Background: an optimization exercise with open tools, aiming at small area. Do not read the settings as production practice. The RTL was checked by simulation tests, not by an equivalence proof against the original design.

==> v33: inputs <==
==> flow/design.v (excerpt) <==
module column_processing_unit_top #(
    parameter NUM_UNITS = 16,
    parameter NUM_COLUMNS = 8,
    parameter COLUMN_SUM_WIDTH = 15,
    parameter FINAL_VECTOR_SUM_WIDTH = 24
)(
    input  wire clk,
    input  wire reset,
    input  wire clear,
    input  wire global_accumulation_enable,
    input  wire start_conversion,
    input  wire [NUM_UNITS-1:0][NUM_COLUMNS-1:0] serial_thermo_in,
    output wire signed [NUM_UNITS-1:0][NUM_COLUMNS-1:0][COLUMN_SUM_WIDTH-1:0] column_sum,
    output wire signed [NUM_UNITS-1:0][FINAL_VECTOR_SUM_WIDTH-1:0] final_vector_sum,
    output wire [NUM_UNITS-1:0] conversion_valid,
    output wire [NUM_UNITS-1:0] column_sum_ready,
    output wire [NUM_UNITS-1:0] processing_complete
);
    wire ph_sign, xfer, first, valid, ready;
    thermo2binary_array_wrapper ctrl (
        .clk(clk), .reset(reset), .clear(clear),
        .start(global_accumulation_enable && start_conversion),
        .ph_sign(ph_sign), .xfer(xfer), .first(first),
        .valid(valid), .ready(ready)
    );
    assign conversion_valid    = {NUM_UNITS{valid}};
    assign column_sum_ready    = {NUM_UNITS{ready}};
    assign processing_complete = {NUM_UNITS{ready}};
    genvar u;
    generate
        for (u = 0; u < NUM_UNITS; u = u + 1) begin : gen_unit
            column_adder_array unit (
  ...
Settings: LEC_CHECK=0, CAP_MARGIN=20, CORE_AREA=10 10 550 550, DIE_AREA=0 0 560 560, SLEW_MARGIN=20; clock period 10.0 ns.
standard.sh (not shown) runs the stock make flow with config.mk's settings and CLKGATE_MAP_FILE= SYNTH_SCRIPT=/design/flow/synth_recipe.tcl, a recipe that flattens the netlist after the stock synthesis.
==> flow/flow/run.sh <==
#!/bin/bash
# Own layout flow: the standard ORFS flow (standard.sh) with
#  - the smallest buffer (buf_1) on every input and output port,
#  - CTS without dummy loads.
# Every tool's output goes to a log file in the work folder.
set -euo pipefail
cat > my_config.mk <<EOM
include $PWD/config.mk
export BUFFER_PORTS_ARGS = -buffer_cell sky130_fd_sc_hd__buf_1
EOM
sed "s#DESIGN_CONFIG=[^ ]*#DESIGN_CONFIG=$PWD/my_config.mk#" standard.sh > my_standard.sh
bash my_standard.sh finish > flow_make.log 2>&1
test -f out/final.def
==> v30: changes against v33 <==
==> flow/run.sh (new file) <==
#!/bin/bash
# synth_recipe.tcl (not shown) runs the flow's synth.tcl, then flattens the netlist and writes it again
# the make line also repeats each setting of config.mk as NAME=value (left out here)
make -C /OpenROAD-flow-scripts/flow DESIGN_CONFIG=/design/flow/config.mk WORK_HOME=/design/flow/orfs CLKGATE_MAP_FILE= SYNTH_SCRIPT=/design/flow/synth_recipe.tcl finish
Settings changed: CORE_AREA 10 10 550 550 to 10 10 850 850, DIE_AREA 0 0 560 560 to 0 0 860 860.
removed: flow/flow/run.sh
removed: flow/standard.sh
==> comparison <==
- v30 produced a clean layout. v33 stopped in I/O pin placement (PPL-0024).
- Synthesized cell count is the same in v30 and v33.
- In area after synthesis, v33 and v30 do not differ.
==> figures <==
|  | v30 | v33 |
|---|---|---|
| Area fraction in and, or, nand and nor cells after synthesis | 6.806% | 6.806% |
| Post-synthesis adder-cell area fraction | 26.95% | 26.95% |
| Number of rows in the core area | 308 | 198 |
| Synth unique cells | 31 | 31 |
| Run status | no timing/DRC/antenna violations | aborted with a tool error |
| Stage where the flow stopped | - | I/O pin placement |
| Total standard cell area after synthesis | 138,600 um2 | 138,600 um2 |
| Vertical die dimension | 860 um | 560 um |
| Effective utilization at floorplan | 19.71% | 47.70% |
| Yosys warnings | 4 | 4 |
| Proportion of synthesized chip area in sequential cells | 58.65% | 58.65% |
| Synth Area in XOR/XNOR | 0.8404% | 0.8404% |
| Post-synthesis sequential element count | 2,925 | 2,925 |
| Die width | 860 um | 560 um |
| Post-synthesis mux area share | 0.01444% | 0.01444% |
| Dominant cell type by area after synthesis | edfxtp_1 | edfxtp_1 |

---

==> job 3284: inputs <==
column_processing_unit_top, a different RTL version from the one above (not shown whole).
Settings: LEC_CHECK=0, CAP_MARGIN=20, CORE_AREA=10 10 750 750, DIE_AREA=0 0 760 760, SLEW_MARGIN=20; clock period 10.0 ns.
==> flow/flow/run.sh <==
#!/bin/bash
# Own layout flow: the standard ORFS flow (standard.sh) with
#  - the standard synthesis, followed by an inverter clean-up around the
#    full adders (polarity.py) and a new ABC mapping of the plain gates
#    around them (reabc.ys); registers and their cells are untouched,
#  - the smallest buffer (buf_1) on every input and output port,
#  - IO pins one track apart, so a smaller die fits all 2485 pins,
#  - clock tree: larger sink clusters and no dummy loads.
# If an attempt fails (routing congestion) or leaves antenna violations,
# the layout is redone from the floorplan on a larger die.
# Every tool's output goes to a log file in the work folder.
set -uo pipefail
RES=$PWD/orfs/results/sky130hd/column_processing_unit_top/base
cat > my_config.mk <<EOM
include $PWD/config.mk
export BUFFER_PORTS_ARGS = -buffer_cell sky130_fd_sc_hd__buf_1
export PLACE_PINS_ARGS = -min_distance 1 -min_distance_in_tracks
export CTS_ARGS = -sink_clustering_enable -repair_clock_nets -buf_list {sky130_fd_sc_hd__clkbuf_8 sky130_fd_sc_hd__clkbuf_16} -sink_clustering_size 22 -sink_clustering_max_diameter 80 -dont_use_dummy_load
EOM
sed "s#DESIGN_CONFIG=[^ ]*#DESIGN_CONFIG=$PWD/my_config.mk#" standard.sh > my_standard.sh
bash my_standard.sh $RES/1_2_yosys.v > flow_synth.log 2>&1 || exit 1
cp $RES/1_2_yosys.v 1_2_yosys_standard.v
python3 flow/polarity.py 1_2_yosys_standard.v 1_2_yosys_polarity.v > flow_polarity.log 2>&1 || exit 1
YOSYS=$FLOW_HOME/../tools/install/yosys/bin/yosys
[[ -x $YOSYS ]] || YOSYS=yosys
LIB=$FLOW_HOME/platforms/sky130hd/lib/sky130_fd_sc_hd__tt_025C_1v80.lib
sed -e "s#@LIB@#$LIB#g" -e "s#@IN@#$PWD/1_2_yosys_polarity.v#" -e "s#@OUT@#$PWD/1_2_yosys_reabc.v#" \
    -e "s#@TOP@#$FLOW_TOP#g" -e "s#@FLOW@#$FLOW_HOME#g" flow/reabc.ys > reabc_run.ys
$YOSYS -q -l flow_reabc.log reabc_run.ys > /dev/null 2>&1 || exit 1
cp 1_2_yosys_reabc.v $RES/1_2_yosys.v

cat > check_ant.tcl <<EOM
read_db $RES/6_final.odb
set n [check_antennas]
puts "ANTENNA_COUNT \$n"
EOM

k=0
for die in 760 860 960; do
  k=$((k+1))
  rm -f $RES/2_* $RES/3_* $RES/4_* $RES/5_* $RES/6_* out/final.def
  c=$((die-10))
  sed -e "s#'CORE_AREA=[^']*'#'CORE_AREA=10 10 $c $c'#" -e "s#'DIE_AREA=[^']*'#'DIE_AREA=0 0 $die $die'#" \
      my_standard.sh > my_standard_$k.sh
  if bash my_standard_$k.sh finish > flow_make_$k.log 2>&1 && [[ -f out/final.def ]]; then
    openroad -no_init -exit check_ant.tcl > flow_antenna_$k.log 2>&1
    n=$(sed -n 's/.*ANTENNA_COUNT \([0-9]*\).*/\1/p' flow_antenna_$k.log | tail -1)
    if [[ "$n" == "0" ]]; then
      exit 0
    fi
  fi
done
exit 1
Other scripts of this flow, unchanged in this note and not shown: flow/flow/polarity.py, flow/flow/reabc.ys
==> job 5666: changes against job 3284 <==
--- a/flow/flow/run.sh
+++ b/flow/flow/run.sh
@@ -16,5 +16,5 @@
 export BUFFER_PORTS_ARGS = -buffer_cell sky130_fd_sc_hd__buf_1
 export PLACE_PINS_ARGS = -min_distance 1 -min_distance_in_tracks
-export CTS_ARGS = -sink_clustering_enable -repair_clock_nets -buf_list {sky130_fd_sc_hd__clkbuf_8 sky130_fd_sc_hd__clkbuf_16} -sink_clustering_size 22 -sink_clustering_max_diameter 80 -dont_use_dummy_load
+export CTS_ARGS = -sink_clustering_enable -repair_clock_nets -buf_list sky130_fd_sc_hd__clkbuf_16 -sink_clustering_size 26 -sink_clustering_max_diameter 90 -dont_use_dummy_load
 EOM
 sed "s#DESIGN_CONFIG=[^ ]*#DESIGN_CONFIG=$PWD/my_config.mk#" standard.sh > my_standard.sh
==> job 1494: changes against job 3284 <==
--- a/flow/flow/run.sh
+++ b/flow/flow/run.sh
@@ -16,5 +16,5 @@
 export BUFFER_PORTS_ARGS = -buffer_cell sky130_fd_sc_hd__buf_1
 export PLACE_PINS_ARGS = -min_distance 1 -min_distance_in_tracks
-export CTS_ARGS = -sink_clustering_enable -repair_clock_nets -buf_list {sky130_fd_sc_hd__clkbuf_8 sky130_fd_sc_hd__clkbuf_16} -sink_clustering_size 22 -sink_clustering_max_diameter 80 -dont_use_dummy_load
+export CTS_ARGS = -sink_clustering_enable -repair_clock_nets -buf_list sky130_fd_sc_hd__clkbuf_16 -sink_clustering_size 22 -sink_clustering_max_diameter 80 -dont_use_dummy_load
 EOM
 sed "s#DESIGN_CONFIG=[^ ]*#DESIGN_CONFIG=$PWD/my_config.mk#" standard.sh > my_standard.sh
==> reports/qor.yml <==
status:
  outcome: "no timing/DRC/antenna violations"
critical_path:
  reg2regPathDepth: 22
  worst-r2r-setup-slack_ps: 1710
  r2r-end: "gen_trio[0].grp.gen_f[1].F[20]"
timing:
  hold_ws_ps: 376
  setup_ws_ps: 1610
global_routing:
  grtUsageTotal_pct: 16.2
  gr-usage-met2_pct: 24.0
clock_network:
  numCtsBuffers: 161
  clkTransAtPathRegs_ps: 110
finish:
  buffers: 2577
routing:
  wl_per_cell_um: 29.4
# the run above: job 5666

==> reports/qor.yml <==
global_routing:
  gr-usage-met2_pct: 24.1
  grtUsageTotal_pct: 16.2
critical_path:
  path_max_fanout: 20
  worstSetupPathType: "in2reg"
  worst-r2r-setup-slack_ps: 1840
  r2r-end: "gen_pair[0].grp.gen_f[1].F[20]"
  reg2regPathDepth: 20
clock_network:
  cts_setup_buffers: 0
  numCtsBuffers: 195
status:
  outcome: "no timing/DRC/antenna violations"
finish:
  buffers: 2578
  final_util_pct: 25.6
routing:
  wl_per_cell_um: 29.4
timing:
  hold_ws_ps: 407
# the run above: job 3284

==> reports/qor.yml <==
status:
  outcome: "no timing/DRC/antenna violations"
clock_network:
  numCtsBuffers: 195
  clkTransAtPathRegs_ps: 90
critical_path:
  worst-r2r-setup-slack_ps: 1840
  reg2regPathDepth: 20
  r2r-end: "gen_pair[0].grp.gen_f[1].F[20]"
  cp.arrival_ps: 9080
timing:
  setup_ws_ps: 1600
finish:
  seq_share_pct: 57.7
  buffers: 2578
global_routing:
  grtUsageTotal_pct: 16.2
  gr-usage-met2_pct: 24.1
  antenna_found_initial: 107
routing:
  wl_per_cell_um: 29.4
# the run above: job 1494


---

==> inputs of run a <==
Another version of the RTL of column_processing_unit_top (not shown whole).
Settings: LEC_CHECK=0, CAP_MARGIN=20, CORE_AREA=10 10 750 750, DIE_AREA=0 0 760 760, SLEW_MARGIN=20; clock period 10.0 ns.
==> flow/flow/run.sh <==
#!/bin/bash
# Own layout flow: the standard ORFS flow (standard.sh) with
#  - the standard synthesis, followed by an inverter clean-up around the
#    full adders (polarity.py) and a new ABC mapping of the plain gates
#    around them (reabc.ys); registers and their cells are untouched,
#  - the smallest buffer (buf_1) on every input and output port,
#  - IO pins one track apart, so a smaller die fits all 2485 pins,
#  - clock tree: larger sink clusters and no dummy loads.
# If an attempt fails (routing congestion) or leaves antenna violations,
# the layout is redone from the floorplan on a larger die.
# Every tool's output goes to a log file in the work folder.
set -uo pipefail
RES=$PWD/orfs/results/sky130hd/column_processing_unit_top/base
cat > my_config.mk <<EOM
include $PWD/config.mk
export BUFFER_PORTS_ARGS = -buffer_cell sky130_fd_sc_hd__buf_1
export PLACE_PINS_ARGS = -min_distance 1 -min_distance_in_tracks
export CTS_ARGS = -sink_clustering_enable -repair_clock_nets -buf_list sky130_fd_sc_hd__clkbuf_16 -sink_clustering_size 30 -sink_clustering_max_diameter 100 -dont_use_dummy_load
EOM
sed "s#DESIGN_CONFIG=[^ ]*#DESIGN_CONFIG=$PWD/my_config.mk#" standard.sh > my_standard.sh
bash my_standard.sh $RES/1_2_yosys.v > flow_synth.log 2>&1 || exit 1
cp $RES/1_2_yosys.v 1_2_yosys_standard.v
python3 flow/polarity.py 1_2_yosys_standard.v 1_2_yosys_polarity.v > flow_polarity.log 2>&1 || exit 1
YOSYS=$FLOW_HOME/../tools/install/yosys/bin/yosys
[[ -x $YOSYS ]] || YOSYS=yosys
LIB=$FLOW_HOME/platforms/sky130hd/lib/sky130_fd_sc_hd__tt_025C_1v80.lib
sed -e "s#@LIB@#$LIB#g" -e "s#@IN@#$PWD/1_2_yosys_polarity.v#" -e "s#@OUT@#$PWD/1_2_yosys_reabc.v#" \
    -e "s#@TOP@#$FLOW_TOP#g" -e "s#@FLOW@#$FLOW_HOME#g" flow/reabc.ys > reabc_run.ys
$YOSYS -q -l flow_reabc.log reabc_run.ys > /dev/null 2>&1 || exit 1
cp 1_2_yosys_reabc.v $RES/1_2_yosys.v

cat > check_ant.tcl <<EOM
read_db $RES/6_final.odb
set n [check_antennas]
puts "ANTENNA_COUNT \$n"
EOM

k=0
for die in 760 860 960; do
  k=$((k+1))
  rm -f $RES/2_* $RES/3_* $RES/4_* $RES/5_* $RES/6_* out/final.def
  c=$((die-10))
  sed -e "s#'CORE_AREA=[^']*'#'CORE_AREA=10 10 $c $c'#" -e "s#'DIE_AREA=[^']*'#'DIE_AREA=0 0 $die $die'#" \
      my_standard.sh > my_standard_$k.sh
  if bash my_standard_$k.sh finish > flow_make_$k.log 2>&1 && [[ -f out/final.def ]]; then
    openroad -no_init -exit check_ant.tcl > flow_antenna_$k.log 2>&1
    n=$(sed -n 's/.*ANTENNA_COUNT \([0-9]*\).*/\1/p' flow_antenna_$k.log | tail -1)
    if [[ "$n" == "0" ]]; then
      exit 0
    fi
  fi
done
exit 1
Other scripts of this flow, unchanged in this note and not shown: flow/flow/polarity.py, flow/flow/reabc.ys
==> inputs of run b, as changes to run a <==
--- a/flow/design.v
+++ b/flow/design.v
@@ -70,18 +70,22 @@
     assign xfer_b  = valid && !clear && !full;
 endmodule
 `timescale 1ns / 1ps
 module column_adder (
     input  wire        clk,
-    input  wire        xfer,
-    input  wire        first,
+    input  wire        sel,
+    input  wire        xfer_a,
+    input  wire        first_a,
+    input  wire        xfer_b,
+    input  wire        first_b,
     input  wire [4:0]  count,
     input  wire        sign_n,    
-    output wire [14:0] column_sum
+    output wire [14:0] column_sum_a,
+    output wire [14:0] column_sum_b
 );
-    reg  [13:0] A;
-    wire [5:0]  a = first ? 6'd0 : A[13:8];    
+    reg  [13:0] Aa, Ab;
+    wire [5:0]  a = sel ? (first_b ? 6'd0 : Ab[13:8]) : (first_a ? 6'd0 : Aa[13:8]);
     wire [5:0] cy;
     wire [6:0] h;
     wire       a5n = ~a[5];
     assign cy[0] = 1'b0;
     genvar i;
@@ -92,13 +96,15 @@
         end
     endgenerate
     assign h[5] = a5n ^ sign_n ^ cy[5];
     assign h[6] = ~((a5n & sign_n) | (cy[5] & (a5n ^ sign_n)));
     always @(posedge clk) begin
-        if (xfer) A <= {h, A[7:1]};
+        if (xfer_a) Aa <= {h, Aa[7:1]};
+        if (xfer_b) Ab <= {h, Ab[7:1]};
     end
-    assign column_sum = {A[13], A};
+    assign column_sum_a = {Aa[13], Aa};
+    assign column_sum_b = {Ab[13], Ab};
 endmodule
 `timescale 1ns / 1ps
 module column_adder_array (
     input  wire                clk,
     input  wire                ph_sign,     
@@ -115,37 +121,35 @@
     output wire [23:0]         final_vector_sum_a,
     output wire [23:0]         final_vector_sum_b
 );
     wire [7:0][4:0] na, nb;
     wire [7:0]      sa, sb;    
+    wire [7:0][4:0] n = sel ? nb : na;
+    wire [7:0]      s = sel ? sb : sa;
     genvar c;
     generate
         for (c = 0; c < 8; c = c + 1) begin : gen_lane
             thermo2binary_core conv_a (
                 .clk(clk), .ph_sign(ph_sign), .serial_in(serial_in_a[c]), .count_en(1'b1),
                 .count(na[c]), .sign_n(sa[c])
             );
-            column_adder acc_a (
-                .clk(clk), .xfer(xfer_a), .first(first_a),
-                .count(na[c]), .sign_n(sa[c]), .column_sum(column_sum_a[c])
-            );
             thermo2binary_core conv_b (
                 .clk(clk), .ph_sign(ph_sign), .serial_in(serial_in_b[c]), .count_en(!hold_b),
                 .count(nb[c]), .sign_n(sb[c])
             );
-            column_adder acc_b (
-                .clk(clk), .xfer(xfer_b), .first(first_b),
-                .count(nb[c]), .sign_n(sb[c]), .column_sum(column_sum_b[c])
+            column_adder acc (
+                .clk(clk), .sel(sel),
+                .xfer_a(xfer_a), .first_a(first_a), .xfer_b(xfer_b), .first_b(first_b),
+                .count(n[c]), .sign_n(s[c]),
+                .column_sum_a(column_sum_a[c]), .column_sum_b(column_sum_b[c])
             );
         end
     endgenerate
     reg  [21:2] Fa, Fb;
     wire [13:0] fta = first_a ? 14'd0 : Fa[21:8];
     wire [13:0] ftb = first_b ? 14'd0 : Fb[21:8];
     wire [13:0] ft = sel ? ftb : fta;
-    wire [7:0][4:0] n = sel ? nb : na;
-    wire [7:0]      s = sel ? sb : sa;
     wire [4:0] n0 = n[0], n1 = n[1], n2 = n[2], n3 = n[3];
     wire [4:0] n4 = n[4], n5 = n[5], n6 = n[6], n7 = n[7];
     wire [14:0] hF;
   wire ts1;
   wire tc2;
--- a/flow/flow/run.sh
+++ b/flow/flow/run.sh
@@ -13,11 +13,11 @@
 RES=$PWD/orfs/results/sky130hd/column_processing_unit_top/base
 cat > my_config.mk <<EOM
 include $PWD/config.mk
 export BUFFER_PORTS_ARGS = -buffer_cell sky130_fd_sc_hd__buf_1
 export PLACE_PINS_ARGS = -min_distance 1 -min_distance_in_tracks
-export CTS_ARGS = -sink_clustering_enable -repair_clock_nets -buf_list sky130_fd_sc_hd__clkbuf_16 -sink_clustering_size 30 -sink_clustering_max_diameter 100 -dont_use_dummy_load
+export CTS_ARGS = -sink_clustering_enable -repair_clock_nets -buf_list sky130_fd_sc_hd__clkbuf_16 -sink_clustering_size 22 -sink_clustering_max_diameter 80 -dont_use_dummy_load
 EOM
 sed "s#DESIGN_CONFIG=[^ ]*#DESIGN_CONFIG=$PWD/my_config.mk#" standard.sh > my_standard.sh
 bash my_standard.sh $RES/1_2_yosys.v > flow_synth.log 2>&1 || exit 1
 cp $RES/1_2_yosys.v 1_2_yosys_standard.v
 python3 flow/polarity.py 1_2_yosys_standard.v 1_2_yosys_polarity.v > flow_polarity.log 2>&1 || exit 1
==> metrics.yaml <==
run_status:
  status: "finished clean"
sta:
  max_freq_ghz: 0.120
critical_path:
  reg2reg_setup_slack_ns: 1.74
  worstPathMaxFanout: 28
  cp_data_required_time_ns: 10.63
global_routing:
  grt_pass1_vias: 71300
layout:
  fin_util: 0.261
  buffer_area_frac: 0.0725
  num_antenna_cells: 103
  clockBufferCount: 192
  sh_seq_area: 0.564
-- figures above: run b

==> metrics.yaml <==
floorplanning:
  die_w_um: 760
  initial_core_util: 0.237
  taps: 7234
critical_path:
  reg2reg_setup_slack_ns: 2.04
  cp_data_required_time_ns: 10.53
  max_stage_delay_ns: 0.59
run_status:
  status: "finished clean"
layout:
  fin_util: 0.274
  num_antenna_cells: 50
  sh_seq_area: 0.537
global_routing:
  grt_pass1_vias: 76000
detailed_routing:
  drt-initial-drc-count: 6240
sta:
  max_freq_ghz: 0.118
-- figures above: run a

[separate check: timing with driven ports]
No port has a modelled driver above. Below, the same layouts with a new extraction and two added sets of constraints. Step 1 (the two cells are an assumption about what drives the block):
set clk [get_ports {clk}]
set_driving_cell -lib_cell sky130_fd_sc_hd__clkbuf_16 $clk
set_driving_cell -lib_cell sky130_fd_sc_hd__buf_2 [delete_from_list [all_inputs] $clk]
Step 2 adds t to the input delays and takes it off the output delays; t is the mean of the earliest and latest rising clock arrival at the registers after step 1. Input paths then give back, and output paths get back, about the clock's delay inside the block. Three values: no drivers, after step 1, after step 2; two values: the first two.
run	t, ns	setup slack, ns	latest minus earliest clock arrival (ns)	worst register clock-pin slew, ns
v30	1.077	1.782 / 1.817 / 0.739	0.141 / 0.141	0.08 / 0.08
job 3284	0.957	1.601 / 1.572 / 0.615	0.167 / 0.167	0.10 / 0.10
job 5666	0.948	1.613 / 1.590 / 0.642	0.190 / 0.191	0.11 / 0.11
job 1494	0.957	1.601 / 1.572 / 0.615	0.167 / 0.167	0.10 / 0.10
run a	0.956	1.515 / 1.590 / 0.634	0.196 / 0.196	0.12 / 0.12
run b	0.999	1.666 / 1.623 / 0.624	0.209 / 0.210	0.10 / 0.10
After both steps every run listed still meets setup and hold. For v30, which loses most, drivers alone change the setup slack by +0.035 ns; drivers and shift together by -1.043 ns.
